Context: an optimization exercise on an open-source flow, tuned for small area. The choices shown serve that exercise and are no tape-out recipe. In this exercise RTL edits were held to simulation tests only and were not proved equivalent to the original. Power figures rest on the tool's default switching activity, not on a simulated workload.

== old ==
Design chess_top, start of the top module:
module chess_top( MemOE, MemWR, RamCS, FlashCS, QuadSpiFlashCS,
		ClkPort,
		BtnL, BtnU, BtnD, BtnR, BtnC,
		Sw0,
		vga_hsync, vga_vsync,
		vga_r0, vga_r1, vga_r2,
		vga_g0, vga_g1, vga_g2,
		vga_b0, vga_b1,
		Ld0, Ld1, Ld2, Ld3, Ld4
	);
Size: roughly 27 I/O pins, about 0.015 sq mm of cells after synthesis.
make LEC_CHECK=0 CAP_MARGIN=20 CORE_MARGIN=2 CORE_UTILIZATION=60 CTS_BUF_LIST=sky130_fd_sc_hd__clkbuf_16 CTS_CLUSTER_DIAMETER=90 CTS_CLUSTER_SIZE=26 PLACE_DENSITY=0.75 SLEW_MARGIN=20 finish   # period 10.0 ns
run.sh (not shown) runs the stock make flow with config.mk's settings and CLKGATE_MAP_FILE= SYNTH_SCRIPT=/design/flow/synth_recipe.tcl, a recipe that flattens the netlist after the stock synthesis.
Every stage of the flow completed for old, and the final layout passed the timing, design-rule and antenna checks.
[inputs] new vs old
diff --git a/flow/design.v b/flow/design.v
--- a/flow/design.v
+++ b/flow/design.v
@@ -1,40 +1,40 @@
 module input_debounce(CLK, RESET, Btn, Btn_pulse);
 input CLK;
 input RESET;
 input Btn;
 output Btn_pulse;
 localparam [10:0] FIRST = 11'd117;      
 reg s;
 reg P;
-reg busy;                     
+reg idle;
 reg [10:0] C;
 assign Btn_pulse = P;
 wire last = (C[9] == 1'b0) && (C[7:0] == 8'b0011_0000);
 wire go   = (Btn ^ s) & ~P;            
-wire done = go & busy & last;         
+wire done = go & ~idle & last;         
 always @(posedge CLK, posedge RESET)
 begin
 	if (RESET) begin
 		s <= 1'b0;
 		P <= 1'b0;
-		busy <= 1'b0;
+		idle <= 1'b1;
 	end
 	else begin
 		if (done) s <= ~s;
 		P <= done & ~s;
-		busy <= go & ~done;
+		idle <= ~go | done;
 	end
 end
 always @(posedge CLK)
-	C <= busy ? {C[9:0], ~(C[10] ^ C[8])} : FIRST;
+	C <= idle ? FIRST : {C[9:0], ~(C[10] ^ C[8])};
 endmodule
 module hvsync_generator(clk, reset, vga_h_sync, vga_v_sync, xb, xu, xr5, yb, yu, yr5);
 input clk;
 input reset;
 output vga_h_sync, vga_v_sync;
 output reg [3:0] xb;
 output reg [3:0] xu;
 output wire xr5;
 output reg [3:0] yb;
 output reg [3:0] yu;
 output wire yr5;
@@ -372,53 +372,51 @@
 endfunction
 wire [5:0] cursor_addr, selected_addr, dest_addr;
 wire [3:0] sel_piece;
 wire sel_empty;
 wire [2:0] logic_state;
 wire [3:0] cursor_contents;
 reg ahead_empty;
 wire player_is_black;
 game_logic logic_module(
 	.CLK(ClkPort), .RESET(Reset),
 	.BtnL(BtnL_pulse), .BtnU(BtnU_pulse), .BtnR(BtnR_pulse), .BtnD(BtnD_pulse), .BtnC(BtnC_pulse),
-	.cursor_contents(cursor_contents), .cursor_stale(pend_dest && cursor_addr[3] == dest_addr[3] && cursor_addr[0] == dest_addr[0]),
-	.ahead_empty(ahead_empty && !(pend_dest && dest_addr == ahead_sq)),
+	.cursor_contents(cursor_contents), .cursor_stale(pend_dest && cursor_addr == dest_addr),
+	.ahead_empty(ahead_empty),
 	.cursor_addr(cursor_addr), .selected_addr(selected_addr),
 	.sel_piece(sel_piece), .sel_empty(sel_empty), .dest_addr(dest_addr),
 	.state(logic_state), .player_to_move(player_is_black), .move_is_legal(Ld4));
 assign { Ld3, Ld2, Ld1, Ld0 } = { 1'b0, logic_state };
 wire st_initial = (logic_state == 3'd0);
 wire st_write   = (logic_state == 3'd3);
 wire st_erase   = (logic_state == 3'd4);
 reg [255:0] ring;            
 reg [5:0] phase;             
 reg init_pending;
 reg pend_dest;               
 wire [3:0] slot0  = ring[3:0];
 wire [3:0] slot32 = ring[131:128];
 wire absorb_dest = pend_dest && (phase == dest_addr);
 wire absorb_src  = sel_empty && (phase == selected_addr);
-wire phase_last = (phase[4:0] == 5'd16);
 reg [3:0] head_in;           
 always @(*) begin
 	if (init_pending) head_in = init_piece(phase);
 	else if (absorb_dest) head_in = sel_piece;
 	else if (absorb_src) head_in = 4'b0000;
 	else head_in = slot0;
 end
 always @(posedge ClkPort) begin
 	ring <= {head_in, ring[255:4]};
-	phase <= st_initial ? 6'd0 : {phase[5] ^ phase_last,
-	                              phase[3:0], phase[4] ^ phase[2] ^ (phase[3:0] == 4'd0)};
-	init_pending <= st_initial | (init_pending & ~(phase_last & phase[5]));
-	pend_dest <= st_write | (pend_dest & ~absorb_dest);
+	phase <= st_initial ? 6'd0 : phase + 6'd1;
+	init_pending <= st_initial | (init_pending & (phase != 6'd63));
+	pend_dest <= ~st_initial & (st_write | (pend_dest & ~absorb_dest));
 end
 function [1:0] mod3;
 	input [2:0] v;
 	case (v)
 		3'd0, 3'd3, 3'd6: mod3 = 2'd0;
 		3'd1, 3'd4, 3'd7: mod3 = 2'd1;
 		default:          mod3 = 2'd2;
 	endcase
 endfunction
 reg [3:0] box [0:8];
 wire [3:0] head_dr = {1'b0, phase[5:3]} - {1'b0, cursor_addr[5:3]};
### Flow results
old did not stop at any stage, and its layout met the timing, design-rule and antenna checks. new was carried through to the last stage, and its layout satisfied the timing, design-rule and antenna checks. Looking at overall routing resource usage, new sits below old. Between old and new, the difference in area fraction in and, or, nand and nor cells after synthesis is negligible. Compared with old, in new area of all placed cells without fillers neither gained nor lost much, wire length of the first global-routing pass decreased 1100 microns. Changes observed in new relative to old: total power decreased by 290 uW relative to the old numbers; portion of the clock cycle consumed by the worst path in the final layout closely matched the old numbers. Sort old and new by met3 usage asc -> top: new. Relative to old, the multi-input gate count measured on new has increased by a few percent. On new: synthesized area per cell is 0.13 sq um lower than what old gave. There was hardly any difference in clock transition at the registers of the reported paths between old and new. Utilization: new < old.

---

Another version of the RTL of chess_top (not shown whole).
For scale: roughly 1200 cells after synthesis, ~430 flip-flops, ~27 I/O pins, about 15000 um2 of cells after synthesis.
==> module chess_top, before the edit <==
module chess_top( MemOE, MemWR, RamCS, FlashCS, QuadSpiFlashCS,
		ClkPort,
		BtnL, BtnU, BtnD, BtnR, BtnC,
		Sw0,
		vga_hsync, vga_vsync,
		vga_r0, vga_r1, vga_r2,
		vga_g0, vga_g1, vga_g2,
		vga_b0, vga_b1,
		Ld0, Ld1, Ld2, Ld3, Ld4
	);
input		Sw0;
input		BtnL, BtnU, BtnD, BtnR, BtnC;
input		ClkPort;
output wire	MemOE, MemWR, RamCS, FlashCS, QuadSpiFlashCS;
assign MemOE = 1'b0;
assign MemWR = 1'b0;
assign RamCS = 1'b0;
assign FlashCS = 1'b0;
assign QuadSpiFlashCS = 1'b0;
output wire vga_hsync, vga_vsync;
output wire vga_r0, vga_r1, vga_r2;
output wire vga_g0, vga_g1, vga_g2;
output wire vga_b0, vga_b1;
output wire Ld0, Ld1, Ld2, Ld3, Ld4;
wire Reset = Sw0;
wire[2:0] vga_r;
wire[2:0] vga_g;
wire[1:0] vga_b;
assign vga_r0 = vga_r[2]; assign vga_r1 = vga_r[1]; assign vga_r2 = vga_r[0];
assign vga_g0 = vga_g[2]; assign vga_g1 = vga_g[1]; assign vga_g2 = vga_b[0];
assign vga_b0 = vga_b[1]; assign vga_b1 = vga_b[0];
wire BtnC_pulse, BtnU_pulse, BtnR_pulse, BtnL_pulse, BtnD_pulse;
input_debounce L_debounce(.CLK(ClkPort), .RESET(Reset), .Btn(BtnL), .Btn_pulse(BtnL_pulse));
input_debounce R_debounce(.CLK(ClkPort), .RESET(Reset), .Btn(BtnR), .Btn_pulse(BtnR_pulse));
input_debounce U_debounce(.CLK(ClkPort), .RESET(Reset), .Btn(BtnU), .Btn_pulse(BtnU_pulse));
input_debounce D_debounce(.CLK(ClkPort), .RESET(Reset), .Btn(BtnD), .Btn_pulse(BtnD_pulse));
input_debounce C_debounce(.CLK(ClkPort), .RESET(Reset), .Btn(BtnC), .Btn_pulse(BtnC_pulse));
function [3:0] init_piece;
	input [5:0] sq;
	reg [2:0] back;
	begin
		case (sq[2:0])
			3'd0, 3'd7: back = 3'd4;
			3'd1, 3'd6: back = 3'd2;
			3'd2, 3'd5: back = 3'd3;
			3'd3:       back = 3'd5;
			default:    back = 3'd6;
		endcase
		case (sq[5:3])
			3'd0: init_piece = {1'b1, back};
			3'd1: init_piece = 4'b1001;
			3'd6: init_piece = 4'b0001;
			3'd7: init_piece = {1'b0, back};
			default: init_piece = 4'b0000;
		endcase
	end
endfunction
wire [5:0] cursor_addr, selected_addr, dest_addr;
wire [3:0] sel_piece;
wire sel_empty;
wire [2:0] logic_state;
wire [3:0] cursor_contents;
reg ahead_empty;
wire player_is_black;
game_logic logic_module(
	.CLK(ClkPort), .RESET(Reset),
	.BtnL(BtnL_pulse), .BtnU(BtnU_pulse), .BtnR(BtnR_pulse), .BtnD(BtnD_pulse), .BtnC(BtnC_pulse),
	.cursor_contents(cursor_contents), .cursor_stale(pend_dest && cursor_addr[3] == dest_addr[3] && cursor_addr[0] == dest_addr[0]),
	.ahead_empty(ahead_empty && !(pend_dest && ahead_is_dest)),
	.cursor_addr(cursor_addr), .selected_addr(selected_addr),
	.sel_piece(sel_piece), .sel_empty(sel_empty), .dest_addr(dest_addr),
	.state(logic_state), .player_to_move(player_is_black), .move_is_legal(Ld4));
assign { Ld3, Ld2, Ld1, Ld0 } = { 1'b0, logic_state };
wire st_initial = (logic_state == 3'd0);
wire st_write   = (logic_state == 3'd3);
wire st_erase   = (logic_state == 3'd4);
reg [255:0] ring;            
reg [5:0] phase;             
reg init_pending;
reg pend_dest;               
wire [3:0] slot0  = ring[3:0];
wire [3:0] slot32 = ring[131:128];
wire absorb_dest = pend_dest && (phase == dest_addr);
wire absorb_src  = sel_empty && (phase == selected_addr);
wire phase_last = (phase[4:0] == 5'd16);
reg [3:0] head_in;           
always @(*) begin
	if (init_pending) head_in = init_piece(phase);
	else if (absorb_dest) head_in = sel_piece;
	else if (absorb_src) head_in = 4'b0000;
	else head_in = slot0;
end
always @(posedge ClkPort) begin
	ring <= {head_in, ring[255:4]};
	phase <= st_initial ? 6'd0 : {phase[5] ^ phase_last,
	                              phase[3:0], phase[4] ^ phase[2] ^ (phase[3:0] == 4'd0)};
	init_pending <= st_initial | (init_pending & ~(phase_last & phase[5]));
	pend_dest <= st_write | (pend_dest & ~absorb_dest);
end
function [1:0] mod3;
	input [2:0] v;
	case (v)
		3'd0, 3'd3, 3'd6: mod3 = 2'd0;
		3'd1, 3'd4, 3'd7: mod3 = 2'd1;
		default:          mod3 = 2'd2;
	endcase
endfunction
reg [3:0] box [0:8];
function near1;
	input [2:0] a, b;
	case ({a, b})
		6'o00, 6'o01, 6'o10, 6'o11, 6'o12, 6'o21, 6'o22, 6'o23, 6'o32, 6'o33, 6'o34,
		6'o43, 6'o44, 6'o45, 6'o54, 6'o55, 6'o56, 6'o65, 6'o66, 6'o67, 6'o76, 6'o77: near1 = 1'b1;
		default: near1 = 1'b0;
	endcase
endfunction
wire head_near = near1(phase[5:3], cursor_addr[5:3]) && near1(phase[2:0], cursor_addr[2:0]);
always @(posedge ClkPort)
	if (head_near) box[mod3(phase[5:3]) * 3 + mod3(phase[2:0])] <= head_in;
assign cursor_contents = box[mod3(cursor_addr[5:3]) * 3 + mod3(cursor_addr[2:0])];
wire [5:0] ahead_sq = {(player_is_black ? 3'd2 : 3'd5), selected_addr[2:0]};
wire ahead_is_dest = (dest_addr[5] != player_is_black) && (dest_addr[3] != player_is_black)
                  && (dest_addr[0] == selected_addr[0]);
always @(posedge ClkPort)
	if (phase == ahead_sq) ahead_empty <= (head_in[2:0] == 3'b000);
wire [5:0] cur_sq, next_sq;
wire col_end;
reg [3:0] dcur, dnext;
wire next_any  = (next_sq[4:0] == phase[4:0]);      
wire next_head = next_any && (next_sq[5] == phase[5]);
wire cur_is_dest = (cur_sq == dest_addr);
wire cur_is_src  = (cur_sq == selected_addr);
always @(posedge ClkPort) begin
	if (next_any) dnext <= next_head ? head_in : slot32;
	if (col_end) dcur <= next_head ? head_in : dnext;
	else if (absorb_dest && cur_is_dest) dcur <= sel_piece;
	else if (absorb_src && cur_is_src) dcur <= 4'b0000;
end
reg [3:0] disp_piece;
always @(*) begin
	if (pend_dest && cur_sq == dest_addr) disp_piece = sel_piece;
	else if (sel_empty && cur_sq == selected_addr) disp_piece = 4'b0000;
	else disp_piece = dcur;
end
display_interface display_interface(
	.CLK(ClkPort), .RESET(Reset),
	.HSYNC(vga_hsync), .VSYNC(vga_vsync),
	.R(vga_r), .G(vga_g), .B(vga_b),
	.PIECE(disp_piece), .CUR_SQ(cur_sq), .NEXT_SQ(next_sq), .COL_END(col_end),
	.CURSOR_ADDR(cursor_addr), .SELECT_ADDR(selected_addr),
	.SELECT_EN(logic_state == 3'd2));
endmodule
==> flow/config.mk <==
export PLATFORM = sky130hd
export DESIGN_NAME = chess_top
export DESIGN_NICKNAME = chess_top
export VERILOG_FILES = /design/flow/design.v
export SDC_FILE = /design/flow/constraint.sdc
export NUM_CORES = 8
export LEC_CHECK = 0
export CAP_MARGIN = 20
export CORE_MARGIN = 2
export CORE_UTILIZATION = 60
export CTS_BUF_LIST = sky130_fd_sc_hd__clkbuf_16
export CTS_CLUSTER_DIAMETER = 90
export CTS_CLUSTER_SIZE = 26
export PLACE_DENSITY = 0.8
export SLEW_MARGIN = 20
==> flow/constraint.sdc <==
create_clock -name core_clock -period 10.0 [get_ports {ClkPort}]
set_input_delay 2.0000 -clock core_clock [delete_from_list [all_inputs] [get_ports {ClkPort}]]
set_output_delay 2.0000 -clock core_clock [all_outputs]
set_load 0.01 [all_outputs]
standard.sh (not shown) runs the stock make flow with config.mk's settings and CLKGATE_MAP_FILE= SYNTH_SCRIPT=/design/flow/synth_recipe.tcl, a recipe that flattens the netlist after the stock synthesis.
==> flow/flow/run.sh <==
#!/bin/bash
# Standard layout, with the port buffers made from the smallest buffer cell.
bash standard.sh BUFFER_PORTS_ARGS="-buffer_cell sky130_fd_sc_hd__buf_1" finish > standard.log 2>&1
Edit:
--- a/flow/design.v
+++ b/flow/design.v
@@ -374,31 +374,34 @@
 wire [3:0] sel_piece;
 wire sel_empty;
 wire [2:0] logic_state;
 wire [3:0] cursor_contents;
 reg ahead_empty;
 wire player_is_black;
+wire st_erase = (logic_state == 3'd4);
+wire dest_written = st_erase | sel_empty;
+wire [5:0] ahead_sq = {(player_is_black ? 3'd2 : 3'd5), selected_addr[2:0]};
+wire ahead_is_dest = (dest_addr[5] != player_is_black) && (dest_addr[3] != player_is_black)
+                  && (dest_addr[0] == selected_addr[0]);
 game_logic logic_module(
 	.CLK(ClkPort), .RESET(Reset),
 	.BtnL(BtnL_pulse), .BtnU(BtnU_pulse), .BtnR(BtnR_pulse), .BtnD(BtnD_pulse), .BtnC(BtnC_pulse),
-	.cursor_contents(cursor_contents), .cursor_stale(pend_dest && cursor_addr[3] == dest_addr[3] && cursor_addr[0] == dest_addr[0]),
-	.ahead_empty(ahead_empty && !(pend_dest && ahead_is_dest)),
+	.cursor_contents(cursor_contents), .cursor_stale(st_erase && cursor_addr[3] == dest_addr[3] && cursor_addr[0] == dest_addr[0]),
+	.ahead_empty(ahead_empty && !(st_erase && ahead_is_dest)),
 	.cursor_addr(cursor_addr), .selected_addr(selected_addr),
 	.sel_piece(sel_piece), .sel_empty(sel_empty), .dest_addr(dest_addr),
 	.state(logic_state), .player_to_move(player_is_black), .move_is_legal(Ld4));
 assign { Ld3, Ld2, Ld1, Ld0 } = { 1'b0, logic_state };
 wire st_initial = (logic_state == 3'd0);
 wire st_write   = (logic_state == 3'd3);
-wire st_erase   = (logic_state == 3'd4);
 reg [255:0] ring;            
 reg [5:0] phase;             
 reg init_pending;
-reg pend_dest;               
 wire [3:0] slot0  = ring[3:0];
 wire [3:0] slot32 = ring[131:128];
-wire absorb_dest = pend_dest && (phase == dest_addr);
+wire absorb_dest = dest_written && (phase == dest_addr);
 wire absorb_src  = sel_empty && (phase == selected_addr);
 wire phase_last = (phase[4:0] == 5'd16);
 reg [3:0] head_in;           
 always @(*) begin
 	if (init_pending) head_in = init_piece(phase);
 	else if (absorb_dest) head_in = sel_piece;
@@ -406,14 +409,13 @@
 	else head_in = slot0;
 end
 always @(posedge ClkPort) begin
 	ring <= {head_in, ring[255:4]};
 	phase <= st_initial ? 6'd0 : {phase[5] ^ phase_last,
 	                              phase[3:0], phase[4] ^ phase[2] ^ (phase[3:0] == 4'd0)};
-	init_pending <= st_initial | (init_pending & ~(phase_last & phase[5]));
-	pend_dest <= st_write | (pend_dest & ~absorb_dest);
+	init_pending <= st_initial | (init_pending & ~st_write);
 end
 function [1:0] mod3;
 	input [2:0] v;
 	case (v)
 		3'd0, 3'd3, 3'd6: mod3 = 2'd0;
 		3'd1, 3'd4, 3'd7: mod3 = 2'd1;
@@ -430,33 +432,26 @@
 	endcase
 endfunction
 wire head_near = near1(phase[5:3], cursor_addr[5:3]) && near1(phase[2:0], cursor_addr[2:0]);
 always @(posedge ClkPort)
 	if (head_near) box[mod3(phase[5:3]) * 3 + mod3(phase[2:0])] <= head_in;
 assign cursor_contents = box[mod3(cursor_addr[5:3]) * 3 + mod3(cursor_addr[2:0])];
-wire [5:0] ahead_sq = {(player_is_black ? 3'd2 : 3'd5), selected_addr[2:0]};
-wire ahead_is_dest = (dest_addr[5] != player_is_black) && (dest_addr[3] != player_is_black)
-                  && (dest_addr[0] == selected_addr[0]);
 always @(posedge ClkPort)
 	if (phase == ahead_sq) ahead_empty <= (head_in[2:0] == 3'b000);
 wire [5:0] cur_sq, next_sq;
 wire col_end;
 reg [3:0] dcur, dnext;
 wire next_any  = (next_sq[4:0] == phase[4:0]);      
 wire next_head = next_any && (next_sq[5] == phase[5]);
-wire cur_is_dest = (cur_sq == dest_addr);
-wire cur_is_src  = (cur_sq == selected_addr);
 always @(posedge ClkPort) begin
 	if (next_any) dnext <= next_head ? head_in : slot32;
 	if (col_end) dcur <= next_head ? head_in : dnext;
-	else if (absorb_dest && cur_is_dest) dcur <= sel_piece;
-	else if (absorb_src && cur_is_src) dcur <= 4'b0000;
 end
 reg [3:0] disp_piece;
 always @(*) begin
-	if (pend_dest && cur_sq == dest_addr) disp_piece = sel_piece;
+	if (dest_written && cur_sq == dest_addr) disp_piece = sel_piece;
 	else if (sel_empty && cur_sq == selected_addr) disp_piece = 4'b0000;
 	else disp_piece = dcur;
 end
 display_interface display_interface(
 	.CLK(ClkPort), .RESET(Reset),
 	.HSYNC(vga_hsync), .VSYNC(vga_vsync),
Effect:
- cell area drops by 0.86%
- setup slack got worse by 0.55 ns
- sequential share of layout area climbs by 0.39 points
- die area drops by 1.3%
- global-route usage hardly moves
- via count drops by 1.2%

what the ideal ports hide:
How much do the figures lean on ideal ports? The routed layouts below were timed once more, with nothing changed but the port constraints. Step 1, drivers: a clkbuf_16 drives ClkPort and a buf_2 each remaining input, both assumed. Step 2 times the ports against the registers' clock, not the clock port: input delays grow and output delays shrink by t, the midpoint of the rising clock arrivals with the driver on. Slacks: ideal / step 1 / step 2; pairs: ideal / step 1.
run | t, ns | setup WS [ns] | pins driven straight from the clock port
old | 0.571 | 2.278 / 2.232 / 2.803 | 1
new | 0.575 | 2.287 / 2.238 / 2.812 | 1
the first run of note 2 | 0.568 | 2.946 / 2.900 / 3.468 | 1
the second run of note 2 | 0.581 | 2.392 / 2.347 / 2.928 | 1
After both steps setup and hold are still met in every run listed.
